Source: an optimization exercise on an open RTL-to-GDS flow (aim: small area). Production flows keep margins and buffers that such runs may drop. RTL that was checked went through simulation tests only; none was proved equivalent to the original. Function not checked in run 1: the RTL went through the layout flow alone. Power and IR drop assume default switching activity.

`flow/config.mk`:
```
export PLATFORM = sky130hd
export DESIGN_NAME = dk_core
export DESIGN_NICKNAME = dk_core
export VERILOG_FILES = /design/flow/design.v
export SDC_FILE = /design/flow/constraint.sdc
export NUM_CORES = 4
export LEC_CHECK = 0
export CAP_MARGIN = 20
export CORE_MARGIN = 2
export CORE_UTILIZATION = 65
export SLEW_MARGIN = 20
```
`flow/constraint.sdc`:
```
create_clock -name core_clock -period 30.0 [get_ports {clk}]
set_input_delay 6.0000 -clock core_clock [delete_from_list [all_inputs] [get_ports {clk}]]
set_output_delay 6.0000 -clock core_clock [all_outputs]
set_load 0.01 [all_outputs]
```
`flow/design.v`:
```
`timescale 1ns / 1ps
module rand_gen(
    input wire clk,
    input wire reset,
    input wire en,
    output reg [3:0] rand_out
    );
    function [3:0] lcg4(input [3:0] r);
        case (r)
            4'd0: lcg4 = 4'd9;    4'd1: lcg4 = 4'd6;    4'd2: lcg4 = 4'd3;    4'd3: lcg4 = 4'd0;
            4'd4: lcg4 = 4'd13;   4'd5: lcg4 = 4'd10;   4'd6: lcg4 = 4'd7;    4'd7: lcg4 = 4'd4;
            4'd8: lcg4 = 4'd1;    4'd9: lcg4 = 4'd14;   4'd10: lcg4 = 4'd11;  4'd11: lcg4 = 4'd8;
            4'd12: lcg4 = 4'd5;   4'd13: lcg4 = 4'd2;   4'd14: lcg4 = 4'd15;  default: lcg4 = 4'd12;
        endcase
    endfunction
    always @ (posedge clk) begin
        if (reset) rand_out <= 4'd1;
        else if (en) rand_out <= lcg4(rand_out);
    end
endmodule
`timescale 1ns / 1ps
module barrel(
    input wire clk,
    input wire reset,
    input wire en,
    input wire rst,
    input wire start,
    input wire game_over,
    input wire rand_match,
    output reg [9:0] x,
    output reg [8:0] y,
    output reg [1:0] state,
    output wire [2:0] animation_state
    );
    localparam BARREL_INITIAL = 2'b00,
               BARREL_ROLLING = 2'b01,
               BARREL_FALLING = 2'b10;
    reg sx;          
    reg sy;          
    reg [4:0] animation_counter;
    reg [1:0] next_state;
    wire y90  = y == 9'd90;
    wire y91  = y == 9'd91;
    wire y173 = y == 9'd173;
    wire y262 = y == 9'd262;
    wire y352 = y == 9'd352;
    wire y437 = y == 9'd437;
    wire x_right = x >= 10'd591;
    wire x_left  = x <= 10'd7;
    wire lad1 = x >= 10'd539 & x <= 10'd549;
    wire lad2 = x >= 10'd46  & x <= 10'd56;
    wire lad3 = x >= 10'd544 & x <= 10'd554;
    wire lad4 = x >= 10'd51  & x <= 10'd61;
    wire COLLATION_DOWN = y437 | ((y91 | y262) & ~x_right) | ((y173 | y352) & ~x_left);
    wire EN_FALL = (y91 & lad1) | (y173 & lad2) | (y262 & lad3) | (y352 & lad4);
    wire land = COLLATION_DOWN & ~EN_FALL;
    wire over = game_over | (y437 & x == 10'd561);
    wire turn = sx ? (x <= 10'd5) : (x >= 10'd608);
    wire st_init = state == BARREL_INITIAL;
    wire st_roll = state == BARREL_ROLLING;
    wire st_fall = state == BARREL_FALLING;
    wire load = reset | (en & st_init);
    wire x_step = en & st_roll & ~turn;
    wire y_step = en & st_fall & sy & ~land;
    wire a_step = en & (st_roll | st_fall);
    reg [9:0] x_next;
    reg [8:0] y_next;
    reg [4:0] a_next;
    reg c;
    integer i;
    always @(*) begin
        c = x_step;
        for (i = 0; i < 10; i = i + 1) begin
            x_next[i] = x[i] ^ c;
            c = c & (x[i] ^ sx);
        end
        c = y_step;
        for (i = 0; i < 9; i = i + 1) begin
            y_next[i] = y[i] ^ c;
            c = c & y[i];
        end
        c = a_step;
        for (i = 0; i < 5; i = i + 1) begin
            a_next[i] = animation_counter[i] ^ c;
            c = c & animation_counter[i];
        end
    end
    always @(posedge clk) begin
        x <= load ? 10'd203 : x_next;
        y <= load ? 9'd90 : y_next;
        animation_counter <= reset ? 5'd0 : a_next;
        if (reset) begin
            sx <= 1'b0;
            sy <= 1'b0;
            state <= BARREL_INITIAL;
        end
        else if (en) begin
            state <= next_state;
            sy <= st_fall;
            if (st_init) sx <= 1'b0;
            else if (st_roll & turn) sx <= ~sx;
        end
    end
    assign animation_state = (state == BARREL_FALLING) ? {2'b10, ~animation_counter[4]}
                                                       : {1'b0, animation_counter[4:3]};
    always @(*) begin
        next_state = state;
        case (state)
            BARREL_INITIAL: if (start & ~rst) next_state = BARREL_ROLLING;
            BARREL_ROLLING: begin
                if (rst | over) next_state = BARREL_INITIAL;
                else if (~COLLATION_DOWN | (EN_FALL & rand_match)) next_state = BARREL_FALLING;
            end
            BARREL_FALLING: begin
                if (rst | over) next_state = BARREL_INITIAL;
                else if (land) next_state = BARREL_ROLLING;
            end
            default: ;
        endcase
    end
endmodule
`timescale 1ns / 1ps
module mario(
    input wire clk,
    input wire reset,
    input wire en,
    input wire rst,
    input wire start,
    input wire over,
    input wire [4:0] keydown,   
    output reg [9:0] x,
    output reg [8:0] y,
    output reg [2:0] state,
    output reg [3:0] animation_state
    );
    localparam MARIO_INITIAL  = 3'b000,
               MARIO_FLYING   = 3'b001,
               MARIO_JUMPING  = 3'b010,
               MARIO_WALKING  = 3'b011,
               MARIO_STANDING = 3'b100,
               MARIO_DYING    = 3'b101,
               MARIO_CLAMPING = 3'b110;
    localparam MARIO_STAND       = 4'b0000,
               MARIO_WALK_LEFT1  = 4'b0001,
               MARIO_WALK_LEFT2  = 4'b0010,
               MARIO_WALK_LEFT3  = 4'b0011,
               MARIO_WALK_RIGHT1 = 4'b0100,
               MARIO_WALK_RIGHT2 = 4'b0101,
               MARIO_WALK_RIGHT3 = 4'b1110,
               MARIO_FLY_LEFT    = 4'b0110,
               MARIO_FLY_RIGHT   = 4'b0111,
               MARIO_CLAMP1      = 4'b1000,
               MARIO_CLAMP2      = 4'b1001,
               MARIO_DIE1        = 4'b1010,
               MARIO_DIE2        = 4'b1011,
               MARIO_DIE3        = 4'b1100,
               MARIO_DIE4        = 4'b1101;
    wire KEYUP    = keydown[0];
    wire KEYLEFT  = keydown[1];
    wire KEYRIGHT = keydown[2];
    wire KEYDOWN  = keydown[3];
    wire KEYJUMP  = keydown[4];
    function [12:0] add13(input [12:0] a, input [12:0] b);
        integer i;
        reg c;
        begin
            c = 1'b0;
            for (i = 0; i < 13; i = i + 1) begin
                add13[i] = a[i] ^ b[i] ^ c;
                c = (a[i] & b[i]) | (c & (a[i] ^ b[i]));
            end
        end
    endfunction
    function [9:0] add10(input [9:0] a, input [9:0] b);
        integer i;
        reg c;
        begin
            c = 1'b0;
            for (i = 0; i < 10; i = i + 1) begin
                add10[i] = a[i] ^ b[i] ^ c;
                c = (a[i] & b[i]) | (c & (a[i] ^ b[i]));
            end
        end
    endfunction
    function [4:0] inc5(input [4:0] v);
        integer i;
        reg c;
        begin
            c = 1'b1;
            for (i = 0; i < 5; i = i + 1) begin
                inc5[i] = v[i] ^ c;
                c = c & v[i];
            end
        end
    endfunction
    reg sx_nz, sx_neg;
    wire [9:0] SPEED_X = sx_nz ? (sx_neg ? 10'h3fc : 10'd4) : 10'd0;
    wire speed_x_pos = sx_nz & ~sx_neg;
    reg signed [9:0] vq;
    reg signed [4:0] vr;
    wire v_neg = vq[9] | vr[4];
    wire v_wrap = (vq == 10'sd409) & (vr >= 5'sd3);                        
    wire v_carry = v_neg ? (vq[9] & (vr >= -5'sd2) & (vr <= 5'sd0)) : (vr >= 5'sd7);
    wire [9:0] vq_inc = add10(vq, 10'd1);
    wire signed [9:0] vq_acc = v_wrap ? -10'sd409 : (v_carry ? vq_inc : vq);
    wire signed [4:0] vr_acc = v_wrap ? vr - 5'sd9 : (v_carry ? vr - 5'sd7 : vr + 5'sd3);
    wire [12:0] ys = add13({4'd0, y}, {{3{vq[9]}}, vq});
    wire [9:0]  xs = add10(x, SPEED_X);
    wire ys_hi0 = ys[12:9] == 4'd0;
    wire [8:0] ysl = ys[8:0];
    wire xs_l0 = xs >= 10'd217 && xs <= 10'd387;
    wire xs_l1 = xs < 10'd591;    
    wire xs_l2 = xs >= 10'd16;    
    wire COLLATION_DOWN = (y >= 9'd425 && y <= 9'd475) |
                          (x >= 10'd217 && x <= 10'd387 && y >= 9'd17 && y <= 9'd34) |
                          (x <= 10'd590 && y >= 9'd79  && y <= 9'd95) |
                          (x >= 10'd16  && y >= 9'd161 && y <= 9'd177) |
                          (x <= 10'd590 && y >= 9'd250 && y <= 9'd266) |
                          (x >= 10'd16  && y >= 9'd340 && y <= 9'd357);
    wire COLLATION_LEFT  = (x <= 10'd5) |
                           (x >= 10'd250 && x <= 10'd388 && y >= 9'd18  && y <= 9'd69) |
                           (x <= 10'd591 && y >= 9'd80  && y <= 9'd130) |
                           (x >= 10'd49  && y >= 9'd162 && y <= 9'd212) |
                           (x <= 10'd591 && y >= 9'd251 && y <= 9'd301) |
                           (x >= 10'd49  && y >= 9'd341 && y <= 9'd392) |
                           (y >= 9'd426 && y <= 9'd475);
    wire COLLATION_RIGHT = (x >= 10'd606) |
                           (x >= 10'd216 && x <= 10'd354 && y >= 9'd18  && y <= 9'd69) |
                           (x <= 10'd557 && y >= 9'd80  && y <= 9'd130) |
                           (x >= 10'd15  && y >= 9'd162 && y <= 9'd212) |
                           (x <= 10'd557 && y >= 9'd251 && y <= 9'd301) |
                           (x >= 10'd15  && y >= 9'd341 && y <= 9'd392) |
                           (y >= 9'd426 && y <= 9'd475);
    wire EN_CLAMP = (x >= 10'd301 && x <= 10'd399) |
                    (x >= 10'd541 && x <= 10'd555 && y >= 9'd78  && y <= 9'd162) |
                    (x >= 10'd48  && x <= 10'd62  && y >= 9'd160 && y <= 9'd251) |
                    (x >= 10'd546 && x <= 10'd560 && y >= 9'd249 && y <= 9'd341) |
                    (x >= 10'd53  && x <= 10'd67  && y >= 9'd339 && y <= 9'd426);
    wire [9:0] x_move = (xs < 10'd5) ? 10'd5 : (xs > 10'd606) ? 10'd606 : xs;
    wire x_stop = (xs < 10'd5) | (xs > 10'd606);
    reg [8:0] y_fly;
    always @(*) begin
        if (ys < 13'd5) y_fly = 9'd5;
        else if (ys_hi0 && ysl > 9'd53  && ysl < 9'd70  && xs_l0) y_fly = 9'd70;
        else if (ys_hi0 && ysl > 9'd115 && ysl < 9'd131 && xs_l1) y_fly = 9'd131;
        else if (ys_hi0 && ysl > 9'd197 && ysl < 9'd213 && xs_l2) y_fly = 9'd213;
        else if (ys_hi0 && ysl > 9'd286 && ysl < 9'd302 && xs_l1) y_fly = 9'd302;
        else if (ys_hi0 && ysl > 9'd376 && ysl < 9'd393 && xs_l2) y_fly = 9'd393;
        else if (ys_hi0 && ysl > 9'd461 && ysl < 9'd479) y_fly = 9'd479;
        else if (ys > 13'd425 && ys < 13'd8156) y_fly = 9'd425;
        else if (ys_hi0 && ysl > 9'd17  && ysl < 9'd34  && xs_l0) y_fly = 9'd17;
        else if (ys_hi0 && ysl > 9'd79  && ysl < 9'd95  && xs_l1) y_fly = 9'd79;
        else if (ys_hi0 && ysl > 9'd161 && ysl < 9'd177 && xs_l2) y_fly = 9'd161;
        else if (ys_hi0 && ysl > 9'd250 && ysl < 9'd266 && xs_l1) y_fly = 9'd250;
        else if (ys_hi0 && ysl > 9'd340 && ysl < 9'd357 && xs_l2) y_fly = 9'd340;
        else y_fly = ysl;
    end
    wire [8:0] y_up   = (y >= 9'd3 && y <= 9'd7) ? 9'd5 : y - 9'd3;
    wire [8:0] y_down = (y >= 9'd423 && y <= 9'd472) ? 9'd425 : y + 9'd3;
    reg [2:0] next_state;
    reg [4:0] animation_counter;
    reg last_direction;
    always @(posedge clk) begin
      if (reset) begin
        x <= 10'd450;
        y <= 9'd425;
        sx_nz <= 1'b0;
        sx_neg <= 1'b0;
        vq <= 10'sd0;
        vr <= 5'sd0;
        state <= MARIO_INITIAL;
        animation_counter <= 5'd0;
        last_direction <= 1'b1;
      end
      else if (en) begin
        state <= next_state;
        case (state)
            MARIO_INITIAL: begin
                x <= 10'd450;
                y <= 9'd425;
            end
            MARIO_JUMPING: begin
                vq <= -10'sd5;
                vr <= 5'sd0;
            end
            MARIO_FLYING: begin
                animation_counter <= inc5(animation_counter);
                y <= y_fly;
                x <= x_move;
                if (x_stop) sx_nz <= 1'b0;
                vq <= vq_acc;
                vr <= vr_acc;
            end
            MARIO_WALKING: begin
                animation_counter <= inc5(animation_counter);
                vq <= 10'sd0;
                vr <= 5'sd0;
                sx_nz <= 1'b1;
                sx_neg <= KEYLEFT;
                if (KEYLEFT) last_direction <= 1'b1;
                else if (KEYRIGHT) last_direction <= 1'b0;
                x <= x_move;
            end
            MARIO_STANDING: begin
                sx_nz <= 1'b0;
                vq <= 10'sd0;
                vr <= 5'sd0;
            end
            MARIO_DYING: begin
                animation_counter <= inc5(animation_counter);
                sx_nz <= 1'b0;
                vq <= 10'sd0;
                vr <= 5'sd0;
            end
            MARIO_CLAMPING: begin
                sx_nz <= 1'b0;
                vq <= 10'sd0;
                vr <= 5'sd0;
                if (KEYUP | KEYDOWN) begin
                    animation_counter <= inc5(animation_counter);
                    y <= KEYUP ? y_up : y_down;
                end
            end
            default: ;
        endcase
      end
    end
    always @(*) begin
        case (state)
            MARIO_FLYING: animation_state = last_direction ? MARIO_FLY_LEFT : MARIO_FLY_RIGHT;
            MARIO_WALKING: begin
                if (speed_x_pos) animation_state = animation_counter[2] ? MARIO_WALK_RIGHT3 :
                                                   animation_counter[3] ? MARIO_WALK_RIGHT2 : MARIO_WALK_RIGHT1;
                else animation_state = animation_counter[2] ? MARIO_WALK_LEFT3 :
                                       animation_counter[3] ? MARIO_WALK_LEFT2 : MARIO_WALK_LEFT1;
            end
            MARIO_DYING: case (animation_counter[4:3])
                2'b00: animation_state = MARIO_DIE1;
                2'b01: animation_state = MARIO_DIE2;
                2'b10: animation_state = MARIO_DIE3;
                default: animation_state = MARIO_DIE4;
            endcase
            MARIO_CLAMPING: animation_state = ((KEYDOWN | KEYUP) & animation_counter[2]) ? MARIO_CLAMP2 : MARIO_CLAMP1;
            default: animation_state = last_direction ? MARIO_WALK_LEFT3 : MARIO_WALK_RIGHT3;
        endcase
    end
    always @(*) begin
        next_state = state;
        case (state)
            MARIO_INITIAL: next_state = (start & ~rst) ? MARIO_STANDING : MARIO_INITIAL;
            MARIO_JUMPING: next_state = rst ? MARIO_INITIAL : over ? MARIO_DYING : MARIO_FLYING;
            MARIO_FLYING: begin
                if (rst) next_state = MARIO_INITIAL;
                else if (over) next_state = MARIO_DYING;
                else if (COLLATION_DOWN & ~v_neg) next_state = MARIO_STANDING;
            end
            MARIO_WALKING: begin
                if (rst) next_state = MARIO_INITIAL;
                else if (over) next_state = MARIO_DYING;
                else if (~COLLATION_DOWN) next_state = MARIO_FLYING;
                else if (KEYJUMP) next_state = MARIO_JUMPING;
                else if ((KEYUP | KEYDOWN) & EN_CLAMP) next_state = MARIO_CLAMPING;
                else if (~KEYLEFT & ~KEYRIGHT) next_state = MARIO_STANDING;
            end
            MARIO_STANDING: begin
                if (rst) next_state = MARIO_INITIAL;
                else if (over) next_state = MARIO_DYING;
                else if (~COLLATION_DOWN) next_state = MARIO_FLYING;
                else if (KEYJUMP) next_state = MARIO_JUMPING;
                else if ((KEYUP | KEYDOWN) & EN_CLAMP) next_state = MARIO_CLAMPING;
                else if (KEYLEFT | KEYRIGHT) next_state = MARIO_WALKING;
            end
            MARIO_DYING: if (rst) next_state = MARIO_INITIAL;
            MARIO_CLAMPING: begin
                if (rst) next_state = MARIO_INITIAL;
                else if (over) next_state = MARIO_DYING;
                else if (COLLATION_DOWN & KEYJUMP) next_state = MARIO_JUMPING;
                else if (KEYLEFT & ~COLLATION_LEFT) next_state = MARIO_WALKING;
                else if (KEYRIGHT & ~COLLATION_RIGHT) next_state = MARIO_WALKING;
                else if (~EN_CLAMP) next_state = MARIO_STANDING;
            end
            default: ;
        endcase
    end
endmodule
`timescale 1ns / 1ps
module kong(
    input wire clk,
    input wire reset,
    input wire en,
    input wire rst,
    input wire start,
    input wire over,
    output reg [3:0] drop_count,   
    output reg state,
    output reg [1:0] animation_state
    );
    localparam KONG_INITIAL = 1'b0,
               KONG_PLAYING = 1'b1;
    localparam KONG_NORMAL = 2'b00,
               KONG_GET    = 2'b01,
               KONG_HOLD   = 2'b10,
               KONG_DROP   = 2'b11;
    reg [2:0] animation_counter;   
    reg [5:0] clk_div;             
    always @(posedge clk) begin
      if (reset) begin
        state <= KONG_INITIAL;
        clk_div <= 6'd0;
      end
      else if (en) begin
        state <= state ? ~(rst | over) : (start & ~rst);
        clk_div <= clk_div + 1'b1;
      end
    end
    always @(posedge clk) begin
      if (reset) begin
        animation_state <= KONG_NORMAL;
        drop_count <= 4'd0;
        animation_counter <= 3'd0;
      end
      else if (en && clk_div == 6'b011111) begin
        if (state == KONG_INITIAL) animation_state <= KONG_NORMAL;
        else begin
            case (animation_state)
                KONG_GET: animation_state <= KONG_HOLD;
                KONG_HOLD: animation_state <= KONG_DROP;
                KONG_DROP: begin
                    animation_state <= KONG_NORMAL;
                    drop_count <= drop_count + 1'b1;
                end
                KONG_NORMAL: begin
                    if (animation_counter == 3'b101) begin
                        animation_counter <= 3'd0;
                        animation_state <= KONG_GET;
                    end
                    else animation_counter <= animation_counter + 1'b1;
                end
            endcase
        end
      end
    end
endmodule
`timescale 1ns / 1ps
module queue(
    input wire clk,
    input wire reset,
    input wire en,
    input wire state,
    output reg animation_state
    );
    reg [4:0] animation_counter;
    always @(posedge clk) begin
      if (reset) begin
        animation_state <= 1'b1;
        animation_counter <= 5'd0;
      end
      else if (en) begin
        if (state) begin
            animation_state <= ~animation_counter[4];
            animation_counter <= animation_counter + 1'b1;
        end
        else animation_state <= 1'b1;
      end
    end
endmodule
`timescale 1ns / 1ps
module state_fsm(
    input wire clk,
    input wire reset,
    input wire start,
    input wire restart,
    input wire over,
    input wire success,
    output reg [1:0] state
    );
    localparam GAME_INITIAL = 2'b00,   
               GAME_RUNNING = 2'b01,
               GAME_OVER    = 2'b10,
               GAME_SUCCESS = 2'b11;
    reg [1:0] next_state;
    always @ (posedge clk) begin
        if (reset) state <= GAME_INITIAL;   
        else state <= next_state;
    end
    always@ (*) begin   
        next_state = state;
        case (state)
            GAME_INITIAL: begin
                if (start & ~restart)
                    next_state = GAME_RUNNING;
            end
            GAME_RUNNING: begin
                if (over) begin
                    next_state = GAME_OVER;
                end
                else if (restart) begin
                    next_state = GAME_INITIAL;
                end
                else if (success) begin
                    next_state = GAME_SUCCESS;
                end
            end
            GAME_OVER: begin
                if (restart) begin
                    next_state = GAME_INITIAL;
                end
            end
            GAME_SUCCESS: begin
                if(restart) begin
                    next_state = GAME_INITIAL;
                end
            end
        endcase
    end
endmodule
`timescale 1ns / 1ps
module WelStateControl(
	 input wire clk,
	 input wire reset,
	 input wire start,
	 input wire [4:0] movement,
    output reg [1:0] state
    );
	localparam Welcome_choice1 = 2'b00,
              Welcome_choice2 = 2'b01,
              Acknowledge   =   2'b10,
				  StartRunning  =   2'b11; 
	reg [1:0] next_state;
	always @ (posedge clk) begin
        if (reset) state <= 2'b00;
        else state <= next_state;
   end
	always@ (*) begin
		if(start == 1)begin 
			  next_state = state;
			  case (state)
					Welcome_choice1: 
					begin
						 if (movement[4]) next_state = StartRunning;
						 else if(movement[3]) next_state = Welcome_choice2; 
					end
					Welcome_choice2:
					begin
						 if (movement[4]) next_state = Acknowledge;
						 else if (movement[0]) next_state = Welcome_choice1;
					end
					Acknowledge: 
					begin
						 if (movement[1]) next_state = Welcome_choice2;
					end
			  endcase
		 end
		 else next_state = Welcome_choice1;
    end
endmodule
`timescale 1ns / 1ps
module score(
    input wire clk,
    input wire rst,             
    input wire same_floor,
    input wire intersection,
    input wire mario_jumping,
    output wire goal,           
    output wire wrap            
);
    localparam [1:0] S_IDLE = 2'd0, S_OVER = 2'd1, S_GOAL = 2'd2;
    reg [1:0] state;
    reg [10:0] cnt;             
    wire fb = cnt[10] ^ cnt[8] ^ (cnt[9:0] == 10'd0);
    wire [10:0] cnt_next = {cnt[9:0], fb};
    assign goal = state == S_GOAL;
    assign wrap = goal & (cnt == 11'b10000000000);
    always @(posedge clk) begin
        if (rst) begin
            state <= S_IDLE;
            cnt <= 11'd0;
        end
        else begin
            if (goal) cnt <= cnt_next;
            case (state)
                S_OVER: state <= ~same_floor ? S_IDLE :
                                 intersection ? S_OVER :
                                 mario_jumping ? S_GOAL : S_IDLE;
                S_GOAL: state <= S_IDLE;
                default: state <= (same_floor & intersection) ? S_OVER : S_IDLE;
            endcase
        end
    end
endmodule
module score_total(
    input wire clk,
    input wire rst,
    input wire [15:0] goal,
    input wire [15:0] wrap,
    output reg [19:0] score_dec     
);
    function [4:0] add5(input [4:0] a, input [4:0] b);
        integer j;
        reg c;
        begin
            c = 1'b0;
            for (j = 0; j < 5; j = j + 1) begin
                add5[j] = a[j] ^ b[j] ^ c;
                c = (a[j] & b[j]) | (c & (a[j] ^ b[j]));
            end
        end
    endfunction
    function [4:0] pop16(input [15:0] v);
        reg [4:0] p0, p1, p2, p3, p4, p5, p6, p7, q0, q1, q2, q3;
        begin
            p0 = add5({4'd0, v[0]}, {4'd0, v[1]});   p1 = add5({4'd0, v[2]}, {4'd0, v[3]});
            p2 = add5({4'd0, v[4]}, {4'd0, v[5]});   p3 = add5({4'd0, v[6]}, {4'd0, v[7]});
            p4 = add5({4'd0, v[8]}, {4'd0, v[9]});   p5 = add5({4'd0, v[10]}, {4'd0, v[11]});
            p6 = add5({4'd0, v[12]}, {4'd0, v[13]}); p7 = add5({4'd0, v[14]}, {4'd0, v[15]});
            q0 = add5(p0, p1); q1 = add5(p2, p3); q2 = add5(p4, p5); q3 = add5(p6, p7);
            pop16 = add5(add5(q0, q1), add5(q2, q3));
        end
    endfunction
    function [19:0] wrap_nines(input [4:0] w);
        case (w)
            5'd0:  wrap_nines = 20'h99999; 5'd1:  wrap_nines = 20'h97951; 5'd2:  wrap_nines = 20'h95903; 5'd3:  wrap_nines = 20'h93855;
            5'd4:  wrap_nines = 20'h91807; 5'd5:  wrap_nines = 20'h89759; 5'd6:  wrap_nines = 20'h87711; 5'd7:  wrap_nines = 20'h85663;
            5'd8:  wrap_nines = 20'h83615; 5'd9:  wrap_nines = 20'h81567; 5'd10: wrap_nines = 20'h79519; 5'd11: wrap_nines = 20'h77471;
            5'd12: wrap_nines = 20'h75423; 5'd13: wrap_nines = 20'h73375; 5'd14: wrap_nines = 20'h71327; 5'd15: wrap_nines = 20'h69279;
            default: wrap_nines = 20'h67231;
        endcase
    endfunction
    wire [4:0] n_goal = pop16(goal);
    wire [4:0] n_wrap = pop16(wrap);
    wire [19:0] wk = wrap_nines(n_wrap);
    reg [19:0] sum_dec, next_dec;
    reg [4:0] ds;
    reg dc;
    reg [3:0] ng_u;
    reg ng_t;
    integer k;
    always @(*) begin
        ng_t = n_goal >= 5'd10;
        ng_u = ng_t ? n_goal[3:0] - 4'd10 : n_goal[3:0];
        ds = add5({1'b0, score_dec[3:0]}, {1'b0, ng_u});
        dc = ds >= 5'd10;
        sum_dec[3:0] = dc ? ds[3:0] - 4'd10 : ds[3:0];
        ds = add5(add5({1'b0, score_dec[7:4]}, {4'd0, ng_t}), {4'd0, dc});
        dc = ds >= 5'd10;
        sum_dec[7:4] = dc ? ds[3:0] - 4'd10 : ds[3:0];
        for (k = 2; k < 5; k = k + 1) begin
            ds = add5({1'b0, score_dec[4*k +: 4]}, {4'd0, dc});
            dc = ds >= 5'd10;
            sum_dec[4*k +: 4] = dc ? 4'd0 : ds[3:0];
        end
        dc = 1'b1;
        for (k = 0; k < 5; k = k + 1) begin
            ds = add5(add5({1'b0, sum_dec[4*k +: 4]}, {1'b0, wk[4*k +: 4]}), {4'd0, dc});
            dc = ds >= 5'd10;
            next_dec[4*k +: 4] = dc ? ds[3:0] - 4'd10 : ds[3:0];
        end
    end
    always @(posedge clk) begin
        if (rst) score_dec <= 20'd0;
        else score_dec <= next_dec;
    end
endmodule
`timescale 1ns / 1ps
module dk_core(
	input wire clk,
	input wire reset,
	input wire tick_fast,
	input wire tick_slow,
	input wire [4:0] keys,
	input wire [1:0] SW,
	output wire [1:0] game_state,
	output wire [1:0] menu_state,
	output wire [9:0] mario_x,
	output wire [8:0] mario_y,
	output wire [2:0] mario_state,
	output wire [3:0] mario_anim,
	output wire kong_state,
	output wire [1:0] kong_anim,
	output wire queue_state,
	output wire queue_anim,
	output wire [159:0] barrel_x_all,
	output wire [143:0] barrel_y_all,
	output wire [31:0] barrel_state_all,
	output wire [47:0] barrel_anim_all,
	output wire collision,
	output wire [23:0] score_bcd
    );
	localparam GAME_INITIAL = 2'b00,
	           GAME_RUNNING = 2'b01,
	           GAME_OVER    = 2'b10,
	           GAME_SUCCESS = 2'b11;
	wire over, success;
	wire [1:0] cur_state;
	wire [1:0] W_state;
	wire g_init = cur_state == GAME_INITIAL;
	wire g_run  = cur_state == GAME_RUNNING;
	wire g_over = cur_state == GAME_OVER;
	assign success = mario_y < 30 && (mario_x > 250 && mario_x < 350) && mario_state == 3'b100;
	state_fsm StateControl(.clk(clk), .reset(reset), .start(W_state[0] & W_state[1]), .restart(SW[1]),
	                       .over(over), .success(success), .state(cur_state));
	WelStateControl Wel00(.clk(clk), .reset(reset), .start(g_init), .movement(keys), .state(W_state));
	assign game_state = cur_state;
	assign menu_state = W_state;
	mario myMario(.clk(clk), .reset(reset), .en(tick_slow),
	              .rst(g_init), .start(g_run), .over(g_over),
	              .keydown(keys),
	              .x(mario_x), .y(mario_y),
	              .state(mario_state),
	              .animation_state(mario_anim));
	wire [3:0] drop_count;
	kong myKong(.clk(clk), .reset(reset), .en(tick_slow),
	            .rst(g_init), .start(g_run), .over(g_over),
	            .drop_count(drop_count),
	            .state(kong_state),
	            .animation_state(kong_anim));
	assign queue_state = kong_state;
	queue myQueue(.clk(clk), .reset(reset), .en(tick_slow),
	              .state(kong_state),
	              .animation_state(queue_anim));
	wire [3:0] rnd;
	rand_gen rg(.clk(clk), .reset(reset), .en(tick_fast), .rand_out(rnd));
	wire rand_match = rnd[3:2] == 2'b10;
	localparam BARREL_NUM_MAX = 16;
	wire score_rst = reset | g_init;
	wire mario_jumping = mario_state == 3'b001;
	wire mario_low_ok = mario_y < 9'd476;
	function [10:0] add11(input [10:0] a, input [10:0] b);
		integer j;
		reg c;
		begin
			c = 1'b0;
			for (j = 0; j < 11; j = j + 1) begin
				add11[j] = a[j] ^ b[j] ^ c;
				c = (a[j] & b[j]) | (c & (a[j] ^ b[j]));
			end
		end
	endfunction
	wire [10:0] mx_off = 11'd41 - {1'b0, mario_x};
	wire [9:0]  my_off = 10'd23 - {1'b0, mario_y};
	wire [15:0] barrel_collision;
	wire [15:0] goal;
	wire [15:0] wrap;
	generate
		genvar i;
		for (i = 0; i < BARREL_NUM_MAX; i = i + 1) begin: barrel_generator
			wire [9:0] bx;
			wire [8:0] by;
			wire [1:0] bs;
			wire [2:0] ba;
			barrel myBarrel(.clk(clk), .reset(reset), .en(tick_fast),
			                .rst(g_init),
			                .start(g_run & (drop_count == i)),
			                .game_over(g_over),
			                .rand_match(rand_match),
			                .x(bx), .y(by), .state(bs), .animation_state(ba));
			wire [10:0] ex = add11({1'b0, bx}, mx_off);
			wire [10:0] ey11 = add11({2'b0, by}, {my_off[9], my_off});
			wire [9:0]  ey = ey11[9:0];
			wire ex_in = ex[10:7] == 4'd0;      
			wire ey_in = ey[9:7] == 3'd0;       
			wire falling = bs == 2'b10;
			wire rolling = bs == 2'b01;
			wire y_hit = ey_in && ey[6:0] <= 7'd58;
			wire x_roll = ex_in && ex[6:0] >= 7'd10 && ex[6:0] <= 7'd74;
			wire x_fall = ex_in && (ex[6:0] <= 7'd32 || (ex[6:0] >= 7'd42 && ex[6:0] <= 7'd74));
			assign barrel_collision[i] = y_hit & ((rolling & x_roll) | (falling & x_fall));
			wire same_floor = mario_low_ok && ey_in && ey[6:0] >= 7'd31 && ey[6:0] <= 7'd95;
			wire intersection = ex_in && ex[6:0] <= 7'd74 && (falling || ex[6:0] >= 7'd10);
			score myScore(.clk(clk), .rst(score_rst),
			              .same_floor(same_floor), .intersection(intersection),
			              .mario_jumping(mario_jumping),
			              .goal(goal[i]), .wrap(wrap[i]));
			assign barrel_x_all[10*i +: 10] = bx;
			assign barrel_y_all[9*i +: 9] = by;
			assign barrel_state_all[2*i +: 2] = bs;
			assign barrel_anim_all[3*i +: 3] = ba;
		end
	endgenerate
	wire [19:0] score_dec;
	score_total myTotal(.clk(clk), .rst(score_rst), .goal(goal), .wrap(wrap), .score_dec(score_dec));
	assign score_bcd = {4'd0, score_dec};
	assign collision = |barrel_collision;
	reg [6:0] coll_run;
	reg coll_full;
	always @(posedge clk) begin
		if (reset) begin
			coll_run <= 7'd0;
			coll_full <= 1'b0;
		end
		else if (tick_slow) begin
			if (~collision) begin
				coll_run <= 7'd0;
				coll_full <= 1'b0;
			end
			else begin
				coll_run <= {coll_run[5:0], coll_run[6] ^ coll_run[5] ^ (coll_run[5:0] == 6'd0)};
				if (coll_run == 7'b1000000) coll_full <= 1'b1;   
			end
		end
	end
	assign over = (~SW[0]) & (coll_full | (mario_x < 183 && mario_y < 114));
endmodule
```
`flow/flow/run.sh`:
```
#!/bin/bash
# Layout flow: the standard flow (standard synthesis unchanged), with the
# port buffers made from the smallest buffer cell instead of the one
# buffer_ports picks by default. The make output goes to flow_make.log here.
set -euo pipefail
bash standard.sh "BUFFER_PORTS_ARGS=-buffer_cell sky130_fd_sc_hd__buf_1" finish > flow_make.log 2>&1
```
`flow/standard.sh`:
```
#!/bin/bash
# synth_recipe.tcl (not shown) runs the flow's synth.tcl, then flattens the netlist and writes it again
# the make line also repeats each setting of config.mk as NAME=value (left out here)
make -C /OpenROAD-flow-scripts/flow DESIGN_CONFIG=/design/flow/config.mk WORK_HOME=/design/flow/orfs CLKGATE_MAP_FILE= SYNTH_SCRIPT=/design/flow/synth_recipe.tcl "${@:-finish}"
```
==> metrics.cfg, run 1 <==
[place]
hpwl_um = 131700
io_buffer_count = 450
gp_congestion = 0.9775
pre_cts_ws_ps = 16190
dp_cells = 8000

[grt]
grt_util_all_layers_pct = 39.17
grt.overflow.total = 0
grt_pass1_wl_um = 275900
grt_max_degree = 106
grt_antenna_before_repair = 4
grt_pass1_vias = 48100

[sta]
fmax_mhz = 71.75
worst_clock_skew_ps = 34.62
slew_viol_final = 0
tns_ps = 0
hold_viol = 0
whs_ps = 477.5
slew_headroom_pct = 24.01
fin_crit_ps = 13940
worstMarginPinSlew_ps = 1140
finalWorstSetupSlack_ps = 16060
rsz0062_at_grt = false
setup_viol = 0
layout_worst_path_cycle_share_pct = 46.46

[routing]
totalWireLength_um = 179800
drt-wirelength-per-cell_um = 22.05
drc = 0
viasPerCell = 6.291
antenna_left = 0
vias = 51310
drt_iter0_markers = 4937
detail_route.first_pass.iterations = 16

[setup_path]
crit_required_ps = 30530
worstPathMaxFanout = 13
worst_ep_arrival_time_ps = 14470
cpMostUsedCell = ha_1
cp_slowest_cell = ha_1
endpoint_kind = flop
worstSetupStartpointType = flop
slowest_delay_ps = 650
path_class = flop to flop

[floorplan]
pin_count = 455
dieArea_um2 = 89370
core_um2 = 86480
initial_utilization_pct = 65.39
rows = 108
die_width_um = 299.0
die_y_um = 299.0

[clock_tree]
clockRootBuffer = clkbuf_16
post_cts_buffers = 0
clk_latency_ps = 700
clock_sinks = 759
clk_pin_slew_ps = 60
cts_buffers = 86
h-tree-depth = 3
cts_resized = 0
cts_hold_buffers = 0
cts_tree = done
clock_path_buffers = 3

[synth]
synth_area_um2 = 56550
synth_flop_cell = dfxtp_1
synth_enable_flop_cells = 0
syn_avg_cell_area_um2 = 8.471
async_flop_share_pct = 0
synth_seq_cells = 759
syn_inst = 6676
ys_warn_count = 10
ys_seq_area_share_pct = 26.87
ys_types = 98

[final_layout]
area_growth_pct = 9.406
final_cells = 8157
n_fill_cell = 7013
final_nets = 7737
layout-drive-gt1-share_pct = 4.314

[run_status]
status = complete, no violations

[power]
leakagePower_nw = 24.61
p_total_mw = 2.234
power_density_nw_per_um2 = 36.10
ir_worst_vdd_mv = 0.05430

[flow_run]
drv_cap = 0

[hold_path]
hold_class = flop to flop

## cells in the mapped netlist, types with 17 or more instances
master / count / area (um^2)
dfxtp_1: 759 / 15190
nor2_1: 662 / 2485
inv_1: 566 / 2125
nand2_1: 526 / 1974
ha_1: 464 / 5806
fa_1: 327 / 6546
a21oi_1: 318 / 1592
o21ai_0: 302 / 1511
clkbuf_1: 276 / 1036
mux2i_1: 233 / 2332
xnor2_1: 211 / 1848
nand3_1: 207 / 1036
nor2b_1: 162 / 1013
nor3_1: 157 / 785.8
nand2b_1: 130 / 813.3
and2_1: 104 / 650.6
or3_1: 88 / 550.5
nand4_1: 81 / 506.7
nor4_1: 81 / 506.7
and3_1: 73 / 456.7
xor2_1: 60 / 525.5
or4_1: 53 / 397.9
a211oi_1: 48 / 360.4
a31oi_1: 44 / 275.3
o31ai_1: 41 / 307.8
nand3b_1: 36 / 270.3
buf_1: 34 / 127.6
nand4b_1: 31 / 271.5
a211o_1: 30 / 262.8
o211ai_1: 30 / 225.2
o21a_1: 30 / 225.2
nor4bb_1: 29 / 290.3
a22oi_1: 24 / 180.2
buf_4: 21 / 157.7
nor3b_1: 20 / 150.1
a41oi_1: 19 / 166.4
a2111oi_0: 18 / 157.7
nor4b_1: 18 / 157.7
o2111a_1: 18 / 202.7
a21o_1: 17 / 127.6
o22ai_1: 17 / 106.4
## cell type report
| class | count | area, um^2 | share of cell area (%) |
|---|---|---|---|
| Multi-Input combinational cell | 5005 | 37980 | 61.38 |
| Sequential cell | 759 | 15200 | 24.56 |
| Clock buffer | 119 | 2507 | 4.053 |
| Timing Repair Buffer | 511 | 2162 | 3.495 |
| Inverter | 572 | 2147 | 3.470 |
| Tap cell | 1155 | 1445 | 2.336 |
| Clock inverter | 35 | 431.7 | 0.6977 |
| Antenna cell | 1 | 2.502 | 0.004045 |
## cell families after synthesis
logic type | after synthesis | synth area share [%]
muxes | 247 | 4.423
buffers and inverters | 915 | 6.317
DFF | 759 | 26.87
xor gates and xnor gates | 274 | 4.284
AOI/OAI and AO/OA | 1160 | 13.32
and+or+nand+nor | 2529 | 22.94
other | 1 | 0.006631
adders and majority gates | 791 | 21.84
## registers in the layout, indices dropped and copies added, names as in the netlist, 3 cells and up
name / count
myTotal.score_dec: 20
barrel_generator.myBarrel.sy: 16
barrel_generator.myBarrel.animation_counter: 80
barrel_generator.myBarrel.sx: 16
barrel_generator.myBarrel.y: 144
myMario.state: 3
myMario.vq: 10
rg.rand_out: 4
coll_run: 7
barrel_generator.myScore.cnt: 176
barrel_generator.myBarrel.state: 32
myKong.animation_counter: 3
myMario.vr: 5
myMario.x: 10
barrel_generator.myBarrel.x: 160
myKong.drop_count: 4
barrel_generator.myScore.state: 32
myKong.clk_div: 6
myMario.animation_counter: 5
myMario.y: 9
myQueue.animation_counter: 5
## worst max-delay path: cells and delay by family, from the launching register on
kind | cells | cell delay, ps
AND/OR/NAND/NOR | 7 | 690
adder cells (fa/ha/maj) | 31 | 9890
AO/OA/AOI/OAI | 9 | 1610
flip-flops | 1 | 310
buffers and inverters | 13 | 940
XOR/XNOR | 2 | 350
## final timing paths
| check | slack [ps] | startpoint | cells past startpoint | endpoint |
|---|---|---|---|---|
| hold / removal | 480 | myQueue.animation_counter[1] | 2 | myQueue.animation_counter[1] |
| hold reg to reg | 480 | myQueue.animation_counter[1] | 2 | myQueue.animation_counter[1] |
| setup reg to reg | 16060 | barrel_generator[7].myScore.state[0] | 62 | myTotal.score_dec[18] |
| setup / recovery | 16060 | barrel_generator[7].myScore.state[0] | 62 | myTotal.score_dec[18] |
## per-layer routing
layer	up-vias	GRT usage [%]	part of all wire, %
met3	516	10.10	11
met1	24690	50.84	40
met4	8	18.45	5.2
met2	2406	61.14	44
li1	23690	-	-
met5	-	0	0.029
## report_power, final
| group | internal (mW) | switching (mW) | leakage, nW | total, mW |
|---|---|---|---|---|
| Sequential | 1.01 | 0.00448 | 6.12 | 1.02 |
| Combinational | 0.0313 | 0.0778 | 17.0 | 0.109 |
| Clock | 0.647 | 0.462 | 1.45 | 1.11 |
| Total | 1.69 | 0.544 | 24.6 | 2.23 |
## through the flow
stage          util, %  instance area, um^2
2_1_floorplan        -                56560
5_1_grt          71.54                61870
4_1_cts          71.49                61830
3_5_place_dp     68.09                58890
6_report         71.54                61870
3_3_place_gp     68.08                58880
## layout by cell type, fill, tap and decap left out, types with 30 or more instances in the layout
cell         n
ha_1       464
o211ai_1    30
nor2_1     660
xor2_1      57
buf_1      448
o21a_1      30
a21oi_1    314
nand3_1    207
mux2i_1    233
and2_1     104
nand4_1     81
nor4_1      81
or4_1       53
o21ai_0    302
a211oi_1    48
clkbuf_16   87
fa_1       327
nand2b_1   130
nand3b_1    36
nor3_1     157
buf_4       60
inv_1      559
nand2_1    526
or3_1       88
o31ai_1     41
a211o_1     30
xnor2_1    203
a31oi_1     44
dfxtp_1    758
and3_1      73
nand4b_1    31
nor2b_1    161
==> inputs of run 2 (changes only) <==
--- a/flow/design.v
+++ b/flow/design.v
@@ -56,48 +56,67 @@
     wire land = COLLATION_DOWN & ~EN_FALL;
     wire over = game_over | (y437 & x == 10'd561);
-    wire turn = sx ? (x <= 10'd5) : (x >= 10'd608);
-    wire st_init = state == BARREL_INITIAL;
-    wire st_roll = state == BARREL_ROLLING;
-    wire st_fall = state == BARREL_FALLING;
-    wire load = reset | (en & st_init);
-    wire x_step = en & st_roll & ~turn;
-    wire y_step = en & st_fall & sy & ~land;
-    wire a_step = en & (st_roll | st_fall);
-    reg [9:0] x_next;
-    reg [8:0] y_next;
-    reg [4:0] a_next;
-    reg c;
-    integer i;
-    always @(*) begin
-        c = x_step;
-        for (i = 0; i < 10; i = i + 1) begin
-            x_next[i] = x[i] ^ c;
-            c = c & (x[i] ^ sx);
+    function [9:0] step10(input [9:0] v, input dir);
+        integer i;
+        reg c;
+        begin
+            c = 1'b1;
+            for (i = 0; i < 10; i = i + 1) begin
+                step10[i] = v[i] ^ c;
+                c = c & (v[i] ^ dir);
+            end
         end
-        c = y_step;
-        for (i = 0; i < 9; i = i + 1) begin
-            y_next[i] = y[i] ^ c;
-            c = c & y[i];
+    endfunction
+    function [8:0] inc9(input [8:0] v, input ci);
+        integer i;
+        reg c;
+        begin
+            c = ci;
+            for (i = 0; i < 9; i = i + 1) begin
+                inc9[i] = v[i] ^ c;
+                c = c & v[i];
+            end
         end
-        c = a_step;
-        for (i = 0; i < 5; i = i + 1) begin
-            a_next[i] = animation_counter[i] ^ c;
-            c = c & animation_counter[i];
+    endfunction
+    function [4:0] inc5(input [4:0] v);
+        integer i;
+        reg c;
+        begin
+            c = 1'b1;
+            for (i = 0; i < 5; i = i + 1) begin
+                inc5[i] = v[i] ^ c;
+                c = c & v[i];
+            end
         end
-    end
+    endfunction
+    wire turn = sx ? (x <= 10'd5) : (x >= 10'd608);
     always @(posedge clk) begin
-        x <= load ? 10'd203 : x_next;
-        y <= load ? 9'd90 : y_next;
-        animation_counter <= reset ? 5'd0 : a_next;
         if (reset) begin
+            x <= 10'd203;
+            y <= 9'd90;
             sx <= 1'b0;
             sy <= 1'b0;
             state <= BARREL_INITIAL;
+            animation_counter <= 5'd0;
         end
         else if (en) begin
             state <= next_state;
-            sy <= st_fall;
-            if (st_init) sx <= 1'b0;
-            else if (st_roll & turn) sx <= ~sx;
+            sy <= state == BARREL_FALLING;
+            case (state)
+                BARREL_INITIAL: begin
+                    x <= 10'd203;
+                    y <= 9'd90;
+                    sx <= 1'b0;
+                end
+                BARREL_ROLLING: begin
+                    if (turn) sx <= ~sx;
+                    else x <= step10(x, sx);
+                    animation_counter <= inc5(animation_counter);
+                end
+                BARREL_FALLING: begin
+                    y <= inc9(y, sy & ~land);
+                    animation_counter <= inc5(animation_counter);
+                end
+                default: ;
+            endcase
         end
     end
==> flow/run.sh (new file) <==
#!/bin/bash
# synth_recipe.tcl (not shown) runs the flow's synth.tcl, then flattens the netlist and writes it again
# the make line also repeats each setting of config.mk as NAME=value (left out here)
make -C /OpenROAD-flow-scripts/flow DESIGN_CONFIG=/design/flow/config.mk WORK_HOME=/design/flow/orfs CLKGATE_MAP_FILE= SYNTH_SCRIPT=/design/flow/synth_recipe.tcl finish
--- a/flow/config.mk
+++ b/flow/config.mk
@@ -8,4 +8,4 @@
 export CAP_MARGIN = 20
 export CORE_MARGIN = 2
-export CORE_UTILIZATION = 65
+export CORE_UTILIZATION = 40
 export SLEW_MARGIN = 20
removed: flow/flow/run.sh
removed: flow/standard.sh
==> run 2 against run 1 <==
Combinational power rose by 34%. Clock skew rose by 8.1 ps. Total power rose by 8.1%. Clock-buffer cell count rose by 12. Core utilization fell by 25 points. Synthesized area rose by 2.7%. Routed wire length rose by 12%. Die area rose by 66%. Worst setup slack got worse by 540 ps. Highest routed layer is now met4. Cell count rose by 14%. Synthesized cell count rose by 6.0%. Critical endpoint is now collision.
==> metrics.cfg, run 2 <==
[sta]
fmax_mhz = 69.09  ; -3.7%
fin_crit_ps = 14470  ; +537.0 ps
setup_viol = 0  ; unchanged
rsz0062_at_grt = false
slew_headroom_pct = 27.89  ; +3.9 points
worstMarginPinSlew_ps = 1082  ; -58.32 ps
layout_worst_path_cycle_share_pct = 48.25  ; +1.8 points
slew_viol_final = 0  ; unchanged
hold_viol = 0  ; unchanged
worst_clock_skew_ps = 42.75  ; +8.136 ps
tns_ps = 0  ; unchanged

[grt]
grt.busiest_layer = met2
grt_antenna_before_repair = 2  ; -2
use_met3_pct = 5.168  ; -4.9 points
grt_pass1_wl_um = 305800  ; +11%
grt_max_degree = 106  ; unchanged
grt_use_met1_pct = 35.94  ; -15 points
grt_util_all_layers_pct = 26.47  ; -13 points
gr-usage-met2_pct = 42.20  ; -19 points
grt_pass1_vias = 50580  ; +5.1%
grt.overflow.total = 0  ; unchanged

[place]
io_buffer_count = 450  ; unchanged
hpwl_um = 149400  ; +13%
gp_congestion = 0.9263  ; -5.2%

[synth]
synth.top_cells.by_count = dfxtp_1 (759), nor2_1 (734), nand2_1 (677)
synth_seq_cells = 759  ; unchanged
synth_flop_cell = dfxtp_1
ys_warn_count = 10  ; unchanged
syn_inst = 7076  ; +6.0%
yosysTopAreaCellShare_pct = 26.17  ; -0.70 points
synth_area_um2 = 58060  ; +2.7%
synth_fa_ha_area_share_pct = 20.88  ; -0.96 points
async_flop_share_pct = 0  ; unchanged
synth_top_area_cell = dfxtp_1
synth-xor-area-share_pct = 4.299  ; +0.016 points
synth_compound_area_share_pct = 15.66  ; +2.3 points
synthSimpleGateAreaFrac_pct = 22.66  ; -0.27 points
yosysMostFrequentCell = dfxtp_1
syn_avg_cell_area_um2 = 8.205  ; -3.1%
synth_enable_flop_cells = 0  ; unchanged
yosys-top-cells-area = dfxtp_1 (26%), fa_1 (11%), ha_1 (9.6%)
synthMuxAreaShare_pct = 3.942  ; -0.48 points
ys_types = 100  ; +2.0%
ys_seq_area_share_pct = 26.17  ; -0.70 points
synth_top_family_by_area = simple AND/OR/NAND/NOR gates

[clock_tree]
cts_tree = done
clk_pin_slew_ps = 60  ; about the same
clk_latency_ps = 720  ; +20 ps
cts_hold_buffers = 0  ; unchanged
clockRootBuffer = clkbuf_16
post_cts_buffers = 0  ; unchanged
h-tree-depth = 3  ; unchanged
clock_sinks = 759  ; unchanged
clock_path_buffers = 3  ; unchanged
cts_buffers = 95  ; +10%
cts_resized = 0  ; unchanged

[power]
internal_power_mw = 1.802  ; +6.7%
power_density_nw_per_um2 = 35.71  ; -1.1%
p_clk_share_pct = 51.3  ; +1.6 points
switching_share_pct = 25.32  ; +0.96 points
p_total_mw = 2.414  ; +8.1%
leakagePower_nw = 26.11  ; +6.1%
p_comb_share_pct = 6.1  ; +1.2 points
switching_power_mw = 0.6111  ; +12%
pwr-share-seq_pct = 42.6  ; -2.9 points
ir_worst_vdd_mv = 0.03772  ; -31%

[routing]
drc = 0  ; unchanged
antenna_left = 0  ; unchanged
drt-wirelength-per-cell_um = 21.64  ; -1.8%
viasPerCell = 5.775  ; -8.2%
drt_iter0_markers = 4649  ; -5.8%
detail_route.first_pass.iterations = 8  ; -8
totalWireLength_um = 201600  ; +12%
vias = 53790  ; +4.8%

[setup_path]
critical_path_buf_inv_count = 7  ; -6
cpMostUsedCell = fa_1
worstPathMaxFanout = 18  ; +5
slowest_delay_ps = 760  ; +110 ps
endpoint_kind = output pin
cp_slowest_cell = xor2_4
critical_path.reg2reg.endpoint = myTotal.score_dec[17]
cp_top_family = adder cells
crit_chain = inv_2 -> buf_4 -> ha_1 -> xor2_4 -> buf_4 -> fa_1 -> inv_1 -> fa_1 -> inv_1 -> fa_1 -> inv_1 -> fa_1 -> fa_1 -> fa_1 -> fa_1 -> a21boi_0 -> or4_1 -> nor4_1 -> nor4_1 -> nand4_1 -> clkdlybuf4s50_1
worst_ep_arrival_time_ps = 8470  ; -6000 ps
crit_required_ps = 24000  ; -6530 ps
path_class = flop to output pin
ff2ff_setup_slack_ps = 16220  ; +160 ps
rr_worst_depth = 62  ; unchanged
worstSetupStartpointType = flop
r2r_start = barrel_generator[2].myScore.state[0]

[final_layout]
final_nets = 8115  ; +4.9%
area_growth_pct = 16.40
diodes = 0  ; -1
largest_register = barrel_generator.myScore.cnt
layout_commonest_cell = dfxtp_1
layout-drive-gt1-share_pct = 4.466  ; +0.15 points
largest_register_ff_count = 176  ; unchanged
largestRegisters = barrel_generator.myScore.cnt: 176 flops, barrel_generator.myBarrel.x: 160 flops, barrel_generator.myBarrel.y: 144 flops
layout_common_cells = dfxtp_1 (759), nor2_1 (733), nand2_1 (676)

[floorplan]
core_um2 = 143800  ; +66%
initial_utilization_pct = 40.37  ; -25 points
die_width_um = 385.0  ; +29%
rows = 139  ; +29%
dieArea_um2 = 148200  ; +66%
pin_count = 455  ; unchanged
die_y_um = 385.0  ; +29%

[run_status]
status = complete, no violations

[hold_path]
hold_depth = 2  ; unchanged
hold_class = flop to flop

[flow_run]
drv_cap = 0  ; unchanged

[run 2: final cells by class]
class                           instances  area (um^2)
Sequential cell                       759        15190
Timing Repair Buffer                  532         5129
Clock buffer                          131         2755
Fill cell                           13850        76250
Multi-Input combinational cell       5359        39320
Inverter                              585         2202
Tap cell                             1903         2381
Clock inverter                         46        606.8
[run 2: metrics by stage]
step | setup slack (ps) | cells | util (%) | hold slack (ps) | cell area [um^2]
finish | 15530 | 9315 | 46.99 | 457.0 | 67580
global route | 15170 | 9315 | 46.99 | 475.2 | 67580
global placement | 15670 | 9138 | 44.65 | 444.4 | 64220
detailed placement | 15660 | 9138 | 44.65 | 451.2 | 64220
floorplan | 16940 | 7079 | - | 440.0 | 58070
CTS | 15540 | 9315 | 46.99 | 459.9 | 67580
[run 2: logic make-up (layout without fill, tap and decap cells)]
group	Yosys count	after routing
AND/OR/NAND/NOR	2661	2661
flip-flops	759	759
other	1	4
multiplexers	226	226
buffers and inverters	961	1294
XOR/XNOR	285	285
AO/OA/AOI/OAI	1410	1410
adder cells (fa/ha/maj)	773	773
[run 2: per-layer routing]
| layer | vias to the layer above | part of all wire, % |
|---|---|---|
| met3 | 307 | 8.0 |
| met5 | - | 0 |
| li1 | 25330 | - |
| met1 | 26150 | 44 |
| met2 | 2004 | 45 |
| met4 | 0 | 3.3 |
[run 2: power groups by stage]
stage	sequential [mW]	combinational (mW)	clock, mW
after floorplan	1.04	0.0973	0
after global placement	1.05	0.142	0
after detailed placement	1.05	0.144	0
after CTS	1.03	0.145	1.26
after global routing	1.03	0.161	1.30
final	1.03	0.146	1.24
[run 2: worst min-delay path: stages (launching register included)]
cell and delay, ps:
dfxtp_1 310, nand2_1 50, a21oi_1 50
[run 2: worst max-delay path by stage]
stage | startpoint | end | slack (ps) | cells after the start
after floorplan | keys[3] | mario_anim[0] | 16940 | 7
after global placement | keys[0] | mario_anim[0] | 15670 | 9
after detailed placement | keys[0] | mario_anim[0] | 15660 | 9
after CTS | myMario.x[1] | collision | 15540 | 23
after global routing | myMario.x[1] | collision | 15170 | 23
final | myMario.x[1] | collision | 15530 | 21

-- what the ideal ports hide --
How much do the figures lean on ideal ports? The routed layouts below were timed once more, with nothing changed but the port constraints. Step 1: set_driving_cell puts a clkbuf_16 on clk and a buf_2 on each other input, an assumption about the parent block. Step 2 adds t to the input delays and takes it off the output delays; t is the mean of the earliest and latest rising clock arrival at the registers after step 1. Input paths then give back, and output paths get back, about the clock's delay inside the block. Slacks: no drivers / after step 1 / after step 2; pairs: no drivers / after step 1.
| run | shift t [ns] | slack for setup (ns) | worst setup path at the end | worst data-port slew with drivers (ns) |
|---|---|---|---|---|
| run 1 | 0.762 | 16.063 / 16.063 / 16.063 | register to register | 0.05 |
| run 2 | 0.776 | 15.526 / 15.444 / 15.596 | input to output | 0.06 |
After both steps setup and hold are still met in every run listed.
